This is an optimization exercise on Yosys and OpenROAD, whose aim is a short achievable clock period and few clock cycles, not a production implementation. The RTL was checked by simulation tests, not by an equivalence proof against the original design. Power is estimated from default activity; no workload was simulated.

[flow/config.mk]
export PLATFORM = sky130hd
export DESIGN_NAME = cpu
export DESIGN_NICKNAME = cpu
export VERILOG_FILES = /design/flow/design.v
export SDC_FILE = /design/flow/constraint.sdc
export NUM_CORES = 8
export LEC_CHECK = 0
export ABC_CLOCK_PERIOD_IN_PS = 4000
export CAP_MARGIN = 20
export CORE_MARGIN = 2
export CORE_UTILIZATION = 40
export SETUP_SLACK_MARGIN = 5.0
export SLEW_MARGIN = 20
export SYNTH_HIERARCHICAL = 1
[flow/constraint.sdc]
create_clock -name core_clock -period 14.0 [get_ports {clk}]
set_input_delay 2.8000 -clock core_clock [delete_from_list [all_inputs] [get_ports {clk}]]
set_output_delay 2.8000 -clock core_clock [all_outputs]
set_load 0.01 [all_outputs]
[flow/design.v]
module cpu (
    input  [31:0] pc_rtvec,
    output [13:0] itcm_ram_addr,
    input  [31:0] itcm_ram_dout,
    output        dtcm_ram_we,
    output [13:0] dtcm_ram_addr,
    output [31:0] dtcm_ram_din,
    output [3:0]  dtcm_ram_wem,
    input  [31:0] dtcm_ram_dout,
    input         clk,
    input         rst_n
);
reg         boot;                
reg  [31:0] fpc;                 
reg         fv;                  
reg  [13:0] fa;                  
reg         xf_q;
reg  [31:0] xf_pc;
reg         f2v;
reg  [31:0] f2pc;
reg         f2pt;                
reg  [31:2] f2tgt;               
reg         q0v, q1v, q2v;
reg  [31:0] q0i, q1i, q2i;
reg  [31:0] q0pc, q1pc, q2pc;
reg         q0pt, q1pt, q2pt;
reg  [31:2] q0tgt, q1tgt, q2tgt;
reg  [31:1] q0s1, q0s2;          
reg         r_fix;
reg  [31:0] r_fixpc;
reg         e_v;
reg  [4:0]  e_rd;
reg         e_wen;
reg         e_ld, e_st, e_br, e_jal, e_jalr, e_pre_sel, e_imm_sel;
reg         e_sub, e_sra;
reg         e_add;               
reg  [2:0]  e_f3;
reg  [31:0] e_a, e_b, e_imm, e_pre;
reg         e_am, e_bm;          
reg  [31:0] e_tgt, e_link;
reg         e_pt;
reg  [31:2] e_ptgt;
reg  [15:0] e_addr;
reg  [3:0]  e_wem;
reg  [31:2] e_pc;
reg  [5:0]  e_s;                 
reg  [6:0]  e_f;                 
reg         e_sfb;               
reg         e_lbv, e_lb1, e_lb2;   
reg  [5:0]  e_lbf;
reg         m_lbv, m_lb1, m_lb2;
reg  [5:0]  m_lbf, m_lbs;
reg  [31:0] m_la, m_lb, m_lfix;
reg         e_kill;              
reg         k_pend;              
reg  [31:0] e_fixpc;
reg         dc_we;
reg  [13:0] dc_addr;
reg  [3:0]  dc_wem;
reg  [31:0] dc_din;
reg         m_wen;
reg  [4:0]  m_rd;
reg  [31:0] m_res;
reg         m_ld;
reg  [1:0]  m_off;
reg  [2:0]  m_f3;
reg         m_jv;                
reg         m_pt;
reg  [31:2] m_ptgt;
reg         m_bv;                
reg  [31:2] m_bpc;
reg  [31:2] m_btgt;
reg  [31:2] m_jtgt;
reg         m_isjr;
reg         m_btk;
reg         m_bjmp;
reg         w_wen;
reg  [4:0]  w_rd;
reg  [31:0] w_val;
reg  [31:0] rf [1:31];
reg         bt_v   [0:15];
reg  [31:6] bt_tag [0:15];
reg  [31:2] bt_tgt [0:15];
reg  [1:0]  bt_ctr [0:15];
reg         bt_jmp [0:15];
wire [3:0]  fidx  = fpc[5:2];
wire        bhit  = bt_v[fidx] && (bt_tag[fidx] == fpc[31:6]);
wire        btk   = bhit && (bt_jmp[fidx] || bt_ctr[fidx][1]) && !xf_q;
wire [31:2] fseq;
ks_inc30 u_fseq (.a(fpc[31:2]), .s(fseq));
wire [31:2] fpred = btk ? bt_tgt[fidx] : fseq;
wire [31:2] xf_seq;
ks_inc30 u_xfseq (.a(xf_pc[31:2]), .s(xf_seq));
assign itcm_ram_addr = fa;
wire [31:0] ld_w  = dtcm_ram_dout;
wire [15:0] ld_h  = m_off[1] ? ld_w[31:16] : ld_w[15:0];
wire [7:0]  ld_b  = m_off[0] ? ld_h[15:8] : ld_h[7:0];
reg  [31:0] ld_val;
always @(*) begin
    case (m_f3)
        3'b000:  ld_val = {{24{ld_b[7]}}, ld_b};
        3'b001:  ld_val = {{16{ld_h[15]}}, ld_h};
        3'b100:  ld_val = {24'd0, ld_b};
        3'b101:  ld_val = {16'd0, ld_h};
        default: ld_val = ld_w;
    endcase
end
wire [31:0] m_val = m_ld ? ld_val : m_res;
wire m_jflush = m_jv & ~(m_pt & (m_ptgt == m_jtgt));
wire [31:0] ir  = q0i;
wire [4:0]  opc = ir[6:2];
wire [4:0]  rd  = ir[11:7];
wire [2:0]  f3  = ir[14:12];
wire [4:0]  rs1 = ir[19:15];
wire [4:0]  rs2 = ir[24:20];
wire d_lui   = (opc == 5'b01101);
wire d_auipc = (opc == 5'b00101);
wire d_jal   = (opc == 5'b11011);
wire d_jalr  = (opc == 5'b11001);
wire d_br    = (opc == 5'b11000);
wire d_ld    = (opc == 5'b00000);
wire d_st    = (opc == 5'b01000);
wire d_opi   = (opc == 5'b00100);
wire d_op    = (opc == 5'b01100);
wire [31:0] imm_i = {{20{ir[31]}}, ir[31:20]};
wire [31:0] imm_s = {{20{ir[31]}}, ir[31:25], ir[11:7]};
wire [31:0] imm_b = {{19{ir[31]}}, ir[31], ir[7], ir[30:25], ir[11:8], 1'b0};
wire [31:0] imm_u = {ir[31:12], 12'b0};
wire [31:0] imm_j = {{11{ir[31]}}, ir[31], ir[19:12], ir[20], ir[30:21], 1'b0};
wire d_use1 = d_jalr | d_br | d_ld | d_st | d_opi | d_op;
wire d_use2 = d_br | d_st | d_op;
wire d_wen  = (d_lui | d_auipc | d_jal | d_jalr | d_ld | d_opi | d_op) & (rd != 5'd0);
reg  [31:0] rf1, rf2;
integer r;
always @(*) begin
    rf1 = 32'd0;
    rf2 = 32'd0;
    for (r = 1; r < 32; r = r + 1) begin
        rf1 = rf1 | ({32{q0s1[r]}} & rf[r]);
        rf2 = rf2 | ({32{q0s2[r]}} & rf[r]);
    end
end
wire e_live = e_v & ~e_kill;
wire e_hit1 = e_live & e_wen & (e_rd == rs1);
wire e_hit2 = e_live & e_wen & (e_rd == rs2);
wire m_hit1 = m_wen & (m_rd == rs1);
wire m_hit2 = m_wen & (m_rd == rs2);
wire w_hit1 = w_wen & (w_rd == rs1);
wire w_hit2 = w_wen & (w_rd == rs2);
wire [31:0] d_rw1 = w_hit1 ? w_val : rf1;
wire [31:0] d_rw2 = w_hit2 ? w_val : rf2;
wire [31:0] d_a   = m_hit1 ? m_val : d_rw1;            
wire [31:0] d_b   = m_hit2 ? m_val : d_rw2;
wire [15:0] d_ab  = m_hit1 ? m_res[15:0] : d_rw1[15:0];  
wire d_lbr     = d_br & e_ld & (e_hit1 | e_hit2);
wire lu_stall  = e_v & e_ld & ((d_use1 & e_hit1) | (d_use2 & e_hit2)) & ~d_br;
wire agu_stall = (d_ld | d_st) & ((e_hit1 & ~e_add) | (m_hit1 & m_ld));
wire ls_stall  = d_ld & e_v & e_st;          
wire jr_stall  = e_v & e_jalr;               
wire d_stall   = lu_stall | agu_stall | ls_stall | jr_stall;
wire [31:0] d_off  = d_jal ? imm_j : d_br ? imm_b : imm_u;
wire [31:0] d_tgt;
ks_add32 u_dtgt (.a(q0pc), .b(d_off), .ci(1'b0), .s(d_tgt));
wire [31:2] d_link_h;
ks_inc30 u_dlink (.a(q0pc[31:2]), .s(d_link_h));
wire [31:0] d_link = {d_link_h, q0pc[1:0]};
wire        d_fixj = d_jal & ~q0pt;          
wire        d_sfb  = d_br & ~q0pt & (ir[31:25] == 7'd0) & (ir[11:7] == 5'b01000) & ~d_lbr;
wire [5:0]  d_bsel = {6{d_br}} & {f3 == 3'b111, f3 == 3'b110, f3 == 3'b101,
                                  f3 == 3'b100, f3 == 3'b001, f3 == 3'b000};
wire [31:0] x_a  = e_am ? m_res : e_a;
wire [31:0] x_b  = e_bm ? m_res : e_b;
wire [31:0] x_o2 = e_imm_sel ? e_imm : x_b;
wire [15:0] d_imm   = d_st ? imm_s[15:0] : imm_i[15:0];
wire [15:0] d_addr0;
ks_add16 u_dadd0 (.a(d_ab), .b(d_imm), .s(d_addr0));
wire [15:0] f_a     = x_a[15:0];
wire [15:0] f_b     = x_o2[15:0];
wire [15:0] f_s     = f_a ^ f_b ^ d_imm;
wire [15:0] f_c     = (f_a & f_b) | (f_a & d_imm) | (f_b & d_imm);
wire [15:0] d_addr1;
ks_add16 u_dadd1 (.a(f_s), .b({f_c[14:0], 1'b0}), .s(d_addr1));
wire        d_fuse  = e_hit1 & e_add;
wire [15:0] d_addr  = d_fuse ? d_addr1 : d_addr0;
reg  [3:0]  d_wem;
always @(*) begin
    case (f3[1:0])
        2'b00:   d_wem = 4'b0001 << d_addr[1:0];
        2'b01:   d_wem = d_addr[1] ? 4'b1100 : 4'b0011;
        default: d_wem = 4'b1111;
    endcase
end
wire [31:0] x_sum;
ks_add32 u_xsum (.a(x_a), .b(e_sub ? ~x_o2 : x_o2), .ci(e_sub), .s(x_sum));
wire [2:0]  x_c;                          
cmp32m u_xc (.a(x_a), .b(x_o2), .c(x_c));
wire        x_ltu = x_c[1];
wire        x_lt  = x_c[0];
wire [4:0]  x_sh  = x_o2[4:0];
wire [31:0] x_sll = x_a << x_sh;
wire [31:0] x_srl = x_a >> x_sh;
wire [31:0] x_sra = x_srl | ~({32{x_a[31]}} >> x_sh) & {32{x_a[31]}};
reg  [31:0] x_alu;
always @(*) begin
    case (e_f3)
        3'b000: x_alu = x_sum;
        3'b001: x_alu = x_sll;
        3'b010: x_alu = {31'd0, x_lt};
        3'b011: x_alu = {31'd0, x_ltu};
        3'b100: x_alu = x_a ^ x_o2;
        3'b101: x_alu = e_sra ? x_sra : x_srl;
        3'b110: x_alu = x_a | x_o2;
        default: x_alu = x_a & x_o2;
    endcase
end
wire [31:0] x_res = e_pre_sel ? e_pre : x_alu;
wire x_tk, x_flush, x_flush_f, x_tk_f;
brunit u_br_ctl (.ea(e_a), .eb(e_b), .mres(m_res), .am(e_am), .bm(e_bm),
                 .s(e_s), .f(e_f), .tk(x_tk), .fl(x_flush));
brunit u_br_fa  (.ea(e_a), .eb(e_b), .mres(m_res), .am(e_am), .bm(e_bm),
                 .s(e_s), .f(e_f), .tk(x_tk_f), .fl(x_flush_f));
wire [31:0] x_sd = (e_f3[1:0] == 2'b00) ? {4{x_b[7:0]}} :
                   (e_f3[1:0] == 2'b01) ? {2{x_b[15:0]}} : x_b;
assign dtcm_ram_we   = dc_we;
assign dtcm_ram_addr = dc_addr;
assign dtcm_ram_wem  = dc_wem;
assign dtcm_ram_din  = dc_din;
wire m_ltk, m_lflush, m_ltk_f, m_lflush_f;
lbunit u_lb_ctl (.w(w_val), .a(m_la), .b(m_lb), .s1(m_lb1), .s2(m_lb2), .v(m_lbv),
                 .s(m_lbs), .f(m_lbf), .tk(m_ltk), .fl(m_lflush));
lbunit u_lb_fa  (.w(w_val), .a(m_la), .b(m_lb), .s1(m_lb1), .s2(m_lb2), .v(m_lbv),
                 .s(m_lbs), .f(m_lbf), .tk(m_ltk_f), .fl(m_lflush_f));
wire e_eff = e_live & ~m_lflush;     
wire flush   = x_flush | m_lflush | m_jflush | r_fix;    
wire d_go    = q0v & ~d_stall & ~flush;          
wire consume = q0v & ~d_stall;                   
wire d_ld_en = ~d_stall;                         
wire [1:0] occ_now = {1'b0, q0v} + {1'b0, q1v} + {1'b0, q2v};
wire [2:0] occ_in  = {1'b0, occ_now} + {2'b0, f2v} + {2'b0, fv};
wire ok0 = (occ_in <= 3'd2);
wire ok1 = (occ_in <= 3'd3);
wire fv_nxt = boot | flush | (consume ? ok1 : ok0);
wire [31:0] q_in_i  = (d_ld_en & q1v) ? q1i : itcm_ram_dout;
reg  [31:1] s1_nxt, s2_nxt;
always @(*) begin
    for (r = 1; r < 32; r = r + 1) begin
        s1_nxt[r] = (q_in_i[19:15] == r);
        s2_nxt[r] = (q_in_i[24:20] == r);
    end
end
always @(posedge clk or negedge rst_n) begin
    if (!rst_n) begin
        boot  <= 1'b1;
        fv    <= 1'b0;
        f2v   <= 1'b0;
        q0v   <= 1'b0;
        q1v   <= 1'b0;
        q2v   <= 1'b0;
        r_fix <= 1'b0;
    end else begin
        boot  <= 1'b0;
        r_fix <= d_go & d_fixj & ~kill_now;
        if (boot | flush) begin
            fv  <= 1'b1;
            f2v <= 1'b0;
            q0v <= 1'b0;
            q1v <= 1'b0;
            q2v <= 1'b0;
        end else begin
            fv  <= fv_nxt;
            f2v <= fv;
            if (consume) begin
                q0v <= q1v | f2v;
                q1v <= q2v | (q1v & f2v);
                q2v <= q2v & f2v;
            end else begin
                q0v <= q0v | f2v;
                q1v <= q1v | (q0v & f2v);
                q2v <= q2v | (q1v & f2v);
            end
        end
    end
end
reg [31:0] fpc_upd;
always @(*) begin
    if (xf_q)
        fpc_upd = {xf_seq, 2'b00};
    else if (m_jflush)
        fpc_upd = {m_jtgt, 2'b00};
    else if (boot)
        fpc_upd = pc_rtvec;
    else if (r_fix)
        fpc_upd = r_fixpc;
    else
        fpc_upd = {fpred, 2'b00};
end
wire fpc_en  = xf_q | m_jflush | boot | r_fix | fv;
wire fv_nxt0 = boot | m_jflush | r_fix | (consume ? ok1 : ok0);
always @(posedge clk) begin
    xf_q  <= x_flush_f | m_lflush_f;
    xf_pc <= m_lflush_f ? m_lfix : e_fixpc;
    if (fpc_en)
        fpc <= fpc_upd;
    if (m_lflush_f)
        fa <= m_lfix[15:2];
    else if (x_flush_f)
        fa <= e_fixpc[15:2];
    else
        fa <= (fpc_en | ~fv_nxt0) ? fpc_upd[15:2] : fpc[15:2];
    r_fixpc <= d_tgt;
    f2pc  <= xf_q ? xf_pc : fpc;
    f2pt  <= btk;
    f2tgt <= bt_tgt[fidx];
    if (d_ld_en) begin
        if (q1v) begin q0i <= q1i; q0pc <= q1pc; q0pt <= q1pt; q0tgt <= q1tgt; end
        else     begin q0i <= itcm_ram_dout; q0pc <= f2pc; q0pt <= f2pt; q0tgt <= f2tgt; end
        q0s1 <= s1_nxt;
        q0s2 <= s2_nxt;
        if (q2v) begin q1i <= q2i; q1pc <= q2pc; q1pt <= q2pt; q1tgt <= q2tgt; end
        else     begin q1i <= itcm_ram_dout; q1pc <= f2pc; q1pt <= f2pt; q1tgt <= f2tgt; end
        q2i <= itcm_ram_dout; q2pc <= f2pc; q2pt <= f2pt; q2tgt <= f2tgt;
    end else begin
        if (!q0v) begin
            q0i <= itcm_ram_dout; q0pc <= f2pc; q0pt <= f2pt; q0tgt <= f2tgt;
            q0s1 <= s1_nxt;
            q0s2 <= s2_nxt;
        end
        if (!q1v) begin q1i <= itcm_ram_dout; q1pc <= f2pc; q1pt <= f2pt; q1tgt <= f2tgt; end
        if (!q2v) begin q2i <= itcm_ram_dout; q2pc <= f2pc; q2pt <= f2pt; q2tgt <= f2tgt; end
    end
end
wire kill_now = k_pend | (e_v & e_sfb & x_tk);
always @(posedge clk or negedge rst_n) begin
    if (!rst_n) begin
        e_v    <= 1'b0;
        e_kill <= 1'b0;
        e_sfb  <= 1'b0;
        k_pend <= 1'b0;
    end else begin
        e_kill <= d_go & kill_now;
        e_sfb  <= d_go & d_sfb & ~kill_now;
        k_pend <= kill_now & ~d_go & ~flush;
        e_v   <= d_go;
    end
end
always @(posedge clk) begin
    begin
        e_rd      <= rd;
        e_wen     <= d_wen;
        e_ld      <= d_ld;
        e_st      <= d_st;
        e_br      <= d_br;
        e_jal     <= d_jal;
        e_jalr    <= d_jalr;
        e_fixpc   <= q0pt ? d_link : d_tgt;
        e_pre_sel <= d_lui | d_auipc | d_jal | d_jalr;
        e_imm_sel <= ~(d_op | d_br);
        e_sub     <= d_op & ir[30] & (f3 == 3'b000);
        e_add     <= ((d_op & ~ir[30]) | d_opi) & (f3 == 3'b000);
        e_sra     <= ir[30];
        e_f3      <= f3;
        e_a       <= d_a;
        e_b       <= d_b;
        e_imm     <= imm_i;
        e_pre     <= d_lui ? imm_u : d_auipc ? d_tgt : d_link;
        e_am      <= e_hit1;
        e_bm      <= e_hit2;
        e_tgt     <= d_tgt;
        e_link    <= d_link;
        e_pt      <= q0pt | d_fixj;
        e_ptgt    <= d_fixj ? d_tgt[31:2] : q0tgt;
        e_addr    <= d_addr;
        e_wem     <= d_wem;
        e_pc      <= q0pc[31:2];
    end
    e_s <= d_bsel;
    e_lbv <= d_go & ~kill_now & d_lbr;
    e_lb1 <= e_hit1;
    e_lb2 <= e_hit2;
    e_lbf <= q0pt ? {d_bsel[4], d_bsel[5], d_bsel[2], d_bsel[3], d_bsel[0], d_bsel[1]} : d_bsel;
    e_f <= {d_go & q0pt & (kill_now | ~(d_jal | d_br | d_jalr)),
            {6{d_go & ~kill_now & ~d_sfb & ~d_lbr}} &
            (q0pt ? {d_bsel[4], d_bsel[5], d_bsel[2], d_bsel[3], d_bsel[0], d_bsel[1]} : d_bsel)};
    if (e_v & e_st)
        dc_addr <= e_addr[15:2];
    else
        dc_addr <= d_addr[15:2];
    dc_wem <= e_wem;
    dc_we  <= e_eff & e_st;     
    dc_din <= x_sd;
end
always @(posedge clk or negedge rst_n) begin
    if (!rst_n) begin
        m_wen <= 1'b0;
        w_wen <= 1'b0;
        m_jv  <= 1'b0;
        m_bv  <= 1'b0;
        m_lbv <= 1'b0;
    end else begin
        m_wen <= e_eff & e_wen;
        w_wen <= m_wen;
        m_jv  <= e_eff & e_jalr;
        m_bv  <= e_eff & (e_br | e_jal | e_jalr);
        m_lbv <= e_eff & e_lbv;
    end
end
always @(posedge clk) begin
    m_rd   <= e_rd;
    m_res  <= x_res;
    m_ld   <= e_ld;
    m_off  <= e_addr[1:0];
    m_f3   <= e_f3;
    m_pt   <= e_pt;
    m_ptgt <= e_ptgt;
    m_bpc  <= e_pc;
    m_btgt <= e_tgt[31:2];
    m_jtgt <= x_sum[31:2];
    m_isjr <= e_jalr;
    m_btk  <= e_jal | e_jalr | x_tk;
    m_la   <= x_a;
    m_lb   <= x_b;
    m_lb1  <= e_lb1;
    m_lb2  <= e_lb2;
    m_lbf  <= e_lbf;
    m_lbs  <= e_s;
    m_lfix <= e_fixpc;
    m_bjmp <= e_jal | e_jalr;
    w_rd   <= m_rd;
    w_val  <= m_val;
    if (w_wen) rf[w_rd] <= w_val;
end
wire       m_btkx = m_lbv ? m_ltk : m_btk;
wire [3:0] uidx = m_bpc[5:2];
wire       uhit = bt_v[uidx] && (bt_tag[uidx] == m_bpc[31:6]);
wire [1:0] uctr = bt_ctr[uidx];
reg        u_v, u_wtgt, u_jmp;
reg  [3:0] u_idx;
reg  [31:6] u_tag;
reg  [31:2] u_tgt;
reg  [1:0] u_ctr;
always @(posedge clk or negedge rst_n) begin
    if (!rst_n)
        u_v <= 1'b0;
    else
        u_v <= m_bv & (m_btkx | uhit);
end
always @(posedge clk) begin
    u_idx  <= uidx;
    u_tag  <= m_bpc[31:6];
    u_tgt  <= m_isjr ? m_jtgt : m_btgt;
    u_jmp  <= m_bjmp;
    u_wtgt <= m_btkx;
    if (m_bjmp)
        u_ctr <= 2'b11;
    else if (!uhit)
        u_ctr <= 2'b10;
    else if (m_btkx)
        u_ctr <= (uctr == 2'b11) ? 2'b11 : uctr + 2'd1;
    else
        u_ctr <= (uctr == 2'b00) ? 2'b00 : uctr - 2'd1;
end
integer k;
always @(posedge clk or negedge rst_n) begin
    if (!rst_n) begin
        for (k = 0; k < 16; k = k + 1) bt_v[k] <= 1'b0;
    end else if (u_v) begin
        bt_v[u_idx] <= 1'b1;
    end
end
always @(posedge clk) begin
    if (u_v) begin
        bt_ctr[u_idx] <= u_ctr;
        bt_jmp[u_idx] <= u_jmp;
        if (u_wtgt) begin
            bt_tag[u_idx] <= u_tag;
            bt_tgt[u_idx] <= u_tgt;
        end
    end
end
endmodule
module ks_add32 (input [31:0] a, input [31:0] b, input ci, output [31:0] s);
function [31:0] add32;
    input [31:0] x, y;
    input        ci;
    reg   [31:0] g, p, t;
    integer i, d;
    begin
        g = x & y;
        p = x ^ y;
        t = p;
        g[0] = g[0] | (p[0] & ci);
        for (d = 1; d < 32; d = d * 2) begin
            for (i = 31; i >= d; i = i - 1) begin
                g[i] = g[i] | (t[i] & g[i-d]);
                t[i] = t[i] & t[i-d];
            end
        end
        add32 = p ^ {g[30:0], ci};
    end
endfunction
function [15:0] add16;
    input [15:0] x, y;
    reg   [15:0] g, p, t;
    integer i, d;
    begin
        g = x & y;
        p = x ^ y;
        t = p;
        for (d = 1; d < 16; d = d * 2) begin
            for (i = 15; i >= d; i = i - 1) begin
                g[i] = g[i] | (t[i] & g[i-d]);
                t[i] = t[i] & t[i-d];
            end
        end
        add16 = p ^ {g[14:0], 1'b0};
    end
endfunction
function [29:0] inc30;
    input [29:0] x;
    reg   [29:0] t;
    integer i, d;
    begin
        t = x;
        for (d = 1; d < 30; d = d * 2) begin
            for (i = 29; i >= d; i = i - 1) begin
                t[i] = t[i] & t[i-d];
            end
        end
        inc30 = x ^ {t[28:0], 1'b1};
    end
endfunction
function [2:0] cmp32;
    input [31:0] x, y;
    reg   [30:0] l, e;
    reg          lu, ls, e31;
    integer i, d;
    begin
        l = ~x[30:0] & y[30:0];
        e = ~(x[30:0] ^ y[30:0]);
        for (d = 1; d < 31; d = d * 2) begin
            for (i = 30; i >= d; i = i - 1) begin
                l[i] = l[i] | (e[i] & l[i-d]);
                e[i] = e[i] & e[i-d];
            end
        end
        e31 = ~(x[31] ^ y[31]);
        lu  = (~x[31] & y[31]) | (e31 & l[30]);
        ls  = (x[31] & ~y[31]) | (e31 & l[30]);
        cmp32 = {e31 & e[30], lu, ls};
    end
endfunction
assign s = add32(a, b, ci);
endmodule
module ks_add16 (input [15:0] a, input [15:0] b, output [15:0] s);
function [31:0] add32;
    input [31:0] x, y;
    input        ci;
    reg   [31:0] g, p, t;
    integer i, d;
    begin
        g = x & y;
        p = x ^ y;
        t = p;
        g[0] = g[0] | (p[0] & ci);
        for (d = 1; d < 32; d = d * 2) begin
            for (i = 31; i >= d; i = i - 1) begin
                g[i] = g[i] | (t[i] & g[i-d]);
                t[i] = t[i] & t[i-d];
            end
        end
        add32 = p ^ {g[30:0], ci};
    end
endfunction
function [15:0] add16;
    input [15:0] x, y;
    reg   [15:0] g, p, t;
    integer i, d;
    begin
        g = x & y;
        p = x ^ y;
        t = p;
        for (d = 1; d < 16; d = d * 2) begin
            for (i = 15; i >= d; i = i - 1) begin
                g[i] = g[i] | (t[i] & g[i-d]);
                t[i] = t[i] & t[i-d];
            end
        end
        add16 = p ^ {g[14:0], 1'b0};
    end
endfunction
function [29:0] inc30;
    input [29:0] x;
    reg   [29:0] t;
    integer i, d;
    begin
        t = x;
        for (d = 1; d < 30; d = d * 2) begin
            for (i = 29; i >= d; i = i - 1) begin
                t[i] = t[i] & t[i-d];
            end
        end
        inc30 = x ^ {t[28:0], 1'b1};
    end
endfunction
function [2:0] cmp32;
    input [31:0] x, y;
    reg   [30:0] l, e;
    reg          lu, ls, e31;
    integer i, d;
    begin
        l = ~x[30:0] & y[30:0];
        e = ~(x[30:0] ^ y[30:0]);
        for (d = 1; d < 31; d = d * 2) begin
            for (i = 30; i >= d; i = i - 1) begin
                l[i] = l[i] | (e[i] & l[i-d]);
                e[i] = e[i] & e[i-d];
            end
        end
        e31 = ~(x[31] ^ y[31]);
        lu  = (~x[31] & y[31]) | (e31 & l[30]);
        ls  = (x[31] & ~y[31]) | (e31 & l[30]);
        cmp32 = {e31 & e[30], lu, ls};
    end
endfunction
assign s = add16(a, b);
endmodule
module ks_inc30 (input [29:0] a, output [29:0] s);
function [31:0] add32;
    input [31:0] x, y;
    input        ci;
    reg   [31:0] g, p, t;
    integer i, d;
    begin
        g = x & y;
        p = x ^ y;
        t = p;
        g[0] = g[0] | (p[0] & ci);
        for (d = 1; d < 32; d = d * 2) begin
            for (i = 31; i >= d; i = i - 1) begin
                g[i] = g[i] | (t[i] & g[i-d]);
                t[i] = t[i] & t[i-d];
            end
        end
        add32 = p ^ {g[30:0], ci};
    end
endfunction
function [15:0] add16;
    input [15:0] x, y;
    reg   [15:0] g, p, t;
    integer i, d;
    begin
        g = x & y;
        p = x ^ y;
        t = p;
        for (d = 1; d < 16; d = d * 2) begin
            for (i = 15; i >= d; i = i - 1) begin
                g[i] = g[i] | (t[i] & g[i-d]);
                t[i] = t[i] & t[i-d];
            end
        end
        add16 = p ^ {g[14:0], 1'b0};
    end
endfunction
function [29:0] inc30;
    input [29:0] x;
    reg   [29:0] t;
    integer i, d;
    begin
        t = x;
        for (d = 1; d < 30; d = d * 2) begin
            for (i = 29; i >= d; i = i - 1) begin
                t[i] = t[i] & t[i-d];
            end
        end
        inc30 = x ^ {t[28:0], 1'b1};
    end
endfunction
function [2:0] cmp32;
    input [31:0] x, y;
    reg   [30:0] l, e;
    reg          lu, ls, e31;
    integer i, d;
    begin
        l = ~x[30:0] & y[30:0];
        e = ~(x[30:0] ^ y[30:0]);
        for (d = 1; d < 31; d = d * 2) begin
            for (i = 30; i >= d; i = i - 1) begin
                l[i] = l[i] | (e[i] & l[i-d]);
                e[i] = e[i] & e[i-d];
            end
        end
        e31 = ~(x[31] ^ y[31]);
        lu  = (~x[31] & y[31]) | (e31 & l[30]);
        ls  = (x[31] & ~y[31]) | (e31 & l[30]);
        cmp32 = {e31 & e[30], lu, ls};
    end
endfunction
assign s = inc30(a);
endmodule
module cmp32m (input [31:0] a, input [31:0] b, output [2:0] c);
function [31:0] add32;
    input [31:0] x, y;
    input        ci;
    reg   [31:0] g, p, t;
    integer i, d;
    begin
        g = x & y;
        p = x ^ y;
        t = p;
        g[0] = g[0] | (p[0] & ci);
        for (d = 1; d < 32; d = d * 2) begin
            for (i = 31; i >= d; i = i - 1) begin
                g[i] = g[i] | (t[i] & g[i-d]);
                t[i] = t[i] & t[i-d];
            end
        end
        add32 = p ^ {g[30:0], ci};
    end
endfunction
function [15:0] add16;
    input [15:0] x, y;
    reg   [15:0] g, p, t;
    integer i, d;
    begin
        g = x & y;
        p = x ^ y;
        t = p;
        for (d = 1; d < 16; d = d * 2) begin
            for (i = 15; i >= d; i = i - 1) begin
                g[i] = g[i] | (t[i] & g[i-d]);
                t[i] = t[i] & t[i-d];
            end
        end
        add16 = p ^ {g[14:0], 1'b0};
    end
endfunction
function [29:0] inc30;
    input [29:0] x;
    reg   [29:0] t;
    integer i, d;
    begin
        t = x;
        for (d = 1; d < 30; d = d * 2) begin
            for (i = 29; i >= d; i = i - 1) begin
                t[i] = t[i] & t[i-d];
            end
        end
        inc30 = x ^ {t[28:0], 1'b1};
    end
endfunction
function [2:0] cmp32;
    input [31:0] x, y;
    reg   [30:0] l, e;
    reg          lu, ls, e31;
    integer i, d;
    begin
        l = ~x[30:0] & y[30:0];
        e = ~(x[30:0] ^ y[30:0]);
        for (d = 1; d < 31; d = d * 2) begin
            for (i = 30; i >= d; i = i - 1) begin
                l[i] = l[i] | (e[i] & l[i-d]);
                e[i] = e[i] & e[i-d];
            end
        end
        e31 = ~(x[31] ^ y[31]);
        lu  = (~x[31] & y[31]) | (e31 & l[30]);
        ls  = (x[31] & ~y[31]) | (e31 & l[30]);
        cmp32 = {e31 & e[30], lu, ls};
    end
endfunction
assign c = cmp32(a, b);
endmodule
module brunit (input [31:0] ea, input [31:0] eb, input [31:0] mres, input am, input bm,
               input [5:0] s, input [6:0] f, output tk, output fl);
wire [31:0] a = am ? mres : ea;
wire [31:0] b = bm ? mres : eb;
wire [2:0]  c;
cmp32m u_c (.a(a), .b(b), .c(c));
wire eq = c[2], ltu = c[1], lt = c[0];
assign tk = (s[0] & eq) | (s[1] & ~eq) | (s[2] & lt) | (s[3] & ~lt) | (s[4] & ltu) | (s[5] & ~ltu);
assign fl = (f[0] & eq) | (f[1] & ~eq) | (f[2] & lt) | (f[3] & ~lt) | (f[4] & ltu) | (f[5] & ~ltu) | f[6];
endmodule
module lbunit (input [31:0] w, input [31:0] a, input [31:0] b, input s1, input s2, input v,
               input [5:0] s, input [5:0] f, output tk, output fl);
wire [31:0] x = s1 ? w : a;
wire [31:0] y = s2 ? w : b;
wire [2:0]  c;
cmp32m u_c (.a(x), .b(y), .c(c));
wire eq = c[2], ltu = c[1], lt = c[0];
assign tk = (s[0] & eq) | (s[1] & ~eq) | (s[2] & lt) | (s[3] & ~lt) | (s[4] & ltu) | (s[5] & ~ltu);
assign fl = v & ((f[0] & eq) | (f[1] & ~eq) | (f[2] & lt) | (f[3] & ~lt) | (f[4] & ltu) | (f[5] & ~ltu));
endmodule
[flow/flow/run.sh]
#!/bin/bash
set -euo pipefail
bash standard.sh SETUP_SLACK_MARGIN=11.5 finish > standard_flow.log 2>&1
[flow/standard.sh]
#!/bin/bash
# synth_recipe.tcl (not shown) runs the flow's synth.tcl, then flattens the netlist and writes it again
# the make line also repeats each setting of config.mk as NAME=value (left out here)
make -C /OpenROAD-flow-scripts/flow DESIGN_CONFIG=/design/flow/config.mk WORK_HOME=/design/flow/orfs CLKGATE_MAP_FILE= SYNTH_SCRIPT=/design/flow/synth_recipe.tcl "${@:-finish}"
==> results.txt <==
## layout by cell type (no fill, tap or decap), types with 250 or more instances in the layout
cell	instances
inv_1	314
nand2_1	389
dfxtp_1	872
mux4_2	366
mux2_4	484
a22oi_1	406
a221oi_1	250
edfxtp_1	2123
nor2_1	318
buf_4	630
a22o_1	268
buf_6	396
clkbuf_16	364
## critical path: cells and delay by family, from the launching register on
family,cells,cell delay [ps]
AOI/OAI and AO/OA,10,2370
xor gates and xnor gates,2,260
adders and majority gates,2,740
buffers and inverters,2,290
DFF,1,410
muxes,1,390
## stage by stage
stage	util, %	instances	total power (W)	area (µm²)
CTS	51.5	16500	0.0288	183000
global route	52.8	16700	0.0302	188000
finish	52.9	16800	0.0295	188000
detailed placement	42.8	15000	0.0181	153000
global placement	42.8	15000	0.0180	153000
floorplan	-	10500	0.0156	147000
## state kept, by name, summed over array words and instances (netlist names), 31 cells and up, named ones only
register and flops:
rf 992, e_fixpc 32, q2pc 32, q0s1 31, w_val 32, dc_din 32, f2pc 32, e_a 32
m_la 32, bt_ctr 32, m_res 32, q0pc 32, bt_tgt 480, xf_pc 32, bt_tag 416, q0s2 31
q1pc 32, e_pre 32, fpc 32, r_fixpc 32, e_b 32, m_lfix 32
## final cells by class
| class | count | area share (%) |
|---|---|---|
| clock buffers | 459 | 5.10 |
| inverters | 371 | 0.812 |
| well taps | 4751 | 3.16 |
| repair inverters | 3 | 0.0140 |
| repair buffers | 1525 | 10.4 |
| flip-flops and latches | 3170 | 45.2 |
| diodes | 41 | 0.0545 |
| clock inverters | 162 | 1.01 |
| multi-input cells | 6284 | 34.2 |
## per-layer routing
| layer | wire length (µm) | part of all wire, % | GRT usage (%) |
|---|---|---|---|
| met2 | 274000 | 43 | 50.6 |
| met1 | 230000 | 36 | 43.1 |
| met3 | 84200 | 13 | 10.1 |
| met4 | 53700 | 8.4 | 21.9 |
| met5 | 417 | 0.065 | 0.449 |
## power by group
group / total (W) / switching, W / internal, W
clock network: 0.00939 / 0.00392 / 0.00547
logic: 0.00724 / 0.00385 / 0.00339
registers: 0.0129 / 0.00151 / 0.0114
## path summary, 6_finish.rpt
path,endpoint,start,cells after the start
min in group asynchronous,m_jv,rst_n,1
max in group asynchronous,w_wen,rst_n,1
setup / recovery,m_res[26],e_lb2,17
setup reg to reg,m_res[26],e_lb2,17
hold reg to reg,m_ptgt[20],e_ptgt[20],0
hold / removal,m_ptgt[20],e_ptgt[20],0
## timing repair
item | in CTS | in global routing
endpoints found under the hold margin | 0 | 0
pin swaps | 544 | 333
buffers inserted | 779 | 197
cloned | 152 | 17
setup endpoints to repair | 2443 | 1763
resized for setup | 2386 | 571
==> metrics.md <==
| Metric | Value |
|---|---|
| Status | no timing/DRC/antenna violations |
| Worst Max-Slew Pin Slew | between 1000 and 1500 ps |
| Global router's overall resource usage | 34.0% |
| Min Tclk post-route | 4650 ps |
| Final wirelength | 643 mm |
| FF-to-FF setup slack | a little over 9000 ps |
| Max Clk Rate | 0.215 GHz |
| Number of global-route vias before repair | 107000 |
| Port bufs | 160 |
| Hold Path Class | reg2reg |
| Filler instances | 28700 |
| Setup violations, final | 0 |
| Die H | 602 µm |
| Core Area | 356000 µm² |
| Crit-path cells | mux2_4 -> o21ai_4 -> buf_12 -> xnor2_4 -> fa_2 -> fa_2 -> a211o_1 -> a2111o_1 -> a31oi_4 -> o21ai_4 -> buf_6 -> a211oi_4 -> o21ai_2 -> xnor2_2 -> a222oi_1 -> o2bb2ai_1 -> o21ai_1 |
| Row count | about 220 |
| ANT nets after route | 0 |
| CTS H-tree lvls | 5 |
| DRC | 0 |
| Clock-pin slew on the worst setup and hold paths | 70 ps |
| Die area | 363000 µm² |
| Syn-to-layout area delta | 31.4% |
| Longest Clk Path Bufs | 4 |
| Peak supply drop | 0.137 mV |
| Number of antenna violations at the first check in global routing | 60 |
| Clk sinks | roughly 3200 |
| Slowest CP cell | a2111o_1 |
| Initial DRC Count | ~20000 |
| Max_slew headroom | 9.43% |
| Final Hold Viols | 0 |
| CTS tree | yes |
| Startpoint types | register |
| Setup Skew | 112 ps |
| Power per cell area | 157 nW/µm² |
| Multi-input gate area | 64400 µm² |
| Crit-path max cell delay | 450 ps |
| Nets | 12100 |
| DPL Wire Length | 359 mm |
| Number of max-cap violations | 0 |
| Critical Path RT | 14730 ps |
| Io pins | 163 |
| Final Cycle Share | 33.2% |
| Setup crit end kind | register |
| Routability cong. | about 0.96 |
| Avg WL per Cell | 38.3 µm |
| Synthesized area per cell | ~14 µm² |
| Initial Utilization | 40.2% |
| Fin Setup TNS | 0 ps |
| Die X | 602 µm |
| Cts-stage hold buffer count | 0 |
| Data arrival, critical path | roughly 5400 ps |
| Worst Slack Setup Final | 9350 ps |
| Hold Slack | approximately 250 ps |
| CP Max Fanout | 5 |
| Via density | 6.64 |
| Leak Pwr | between 60 and 70 nW |
| Fraction of layout instances using a drive strength above 1 | a little under two fifths |
| CTS root buffer | clkbuf_16 |
| Synth Instances | 10400 |
| Global-route wire length before repair | slightly below 900 mm |
| Synthesized area | 143000 µm² |
| Largest net degree at the start of global routing | 75 |
| Sequential cell area | 85200 µm² |
| Syn. warnings | 12 |
| TritonRoute pass-1 iters | 12 |
| CTS Buf Count | 335 |
| Slew Limit Fails | 0 |
| Place WS | 7240 ps |
| Overflow after GRT | 0 |
| Critical path class | reg2reg |
| RSZ-0062 raised after global routing | yes |
| Vias | 111000 |
| Worst skew pair latency | 1000 ps |
Testbench counts, summed over its fixed seeds: cycles 706,679.

==> port drivers added, routing unchanged <==
In the flow no input, the clock included, has a driving cell. The finished layout below was timed again as built, in two steps.
Step 1 sets driving cells, clkbuf_16 on the clock port and buf_2 on the other inputs (assumed; they add their load-dependent delay and slew).
Step 2, shift: input delay + t, output delay - t, t = (earliest + latest rising clock arrival at the registers) / 2. This alone moves slack from input paths to output paths.
Three values: no drivers, after step 1, after step 2; two values: the first two.
t (ns): 1.042
slack for setup (ns): 9.355 / 9.355 / 9.240
worst hold slack (ns): 0.249 / 0.249 / 0.249
clock arrival spread, ns: 0.131 / 0.131
worst data-port slew with drivers (ns): 0.22
After both steps setup and hold are still met in this run. The setup slack of this run moves by 0.000 ns with the drivers and by -0.115 ns with both steps.
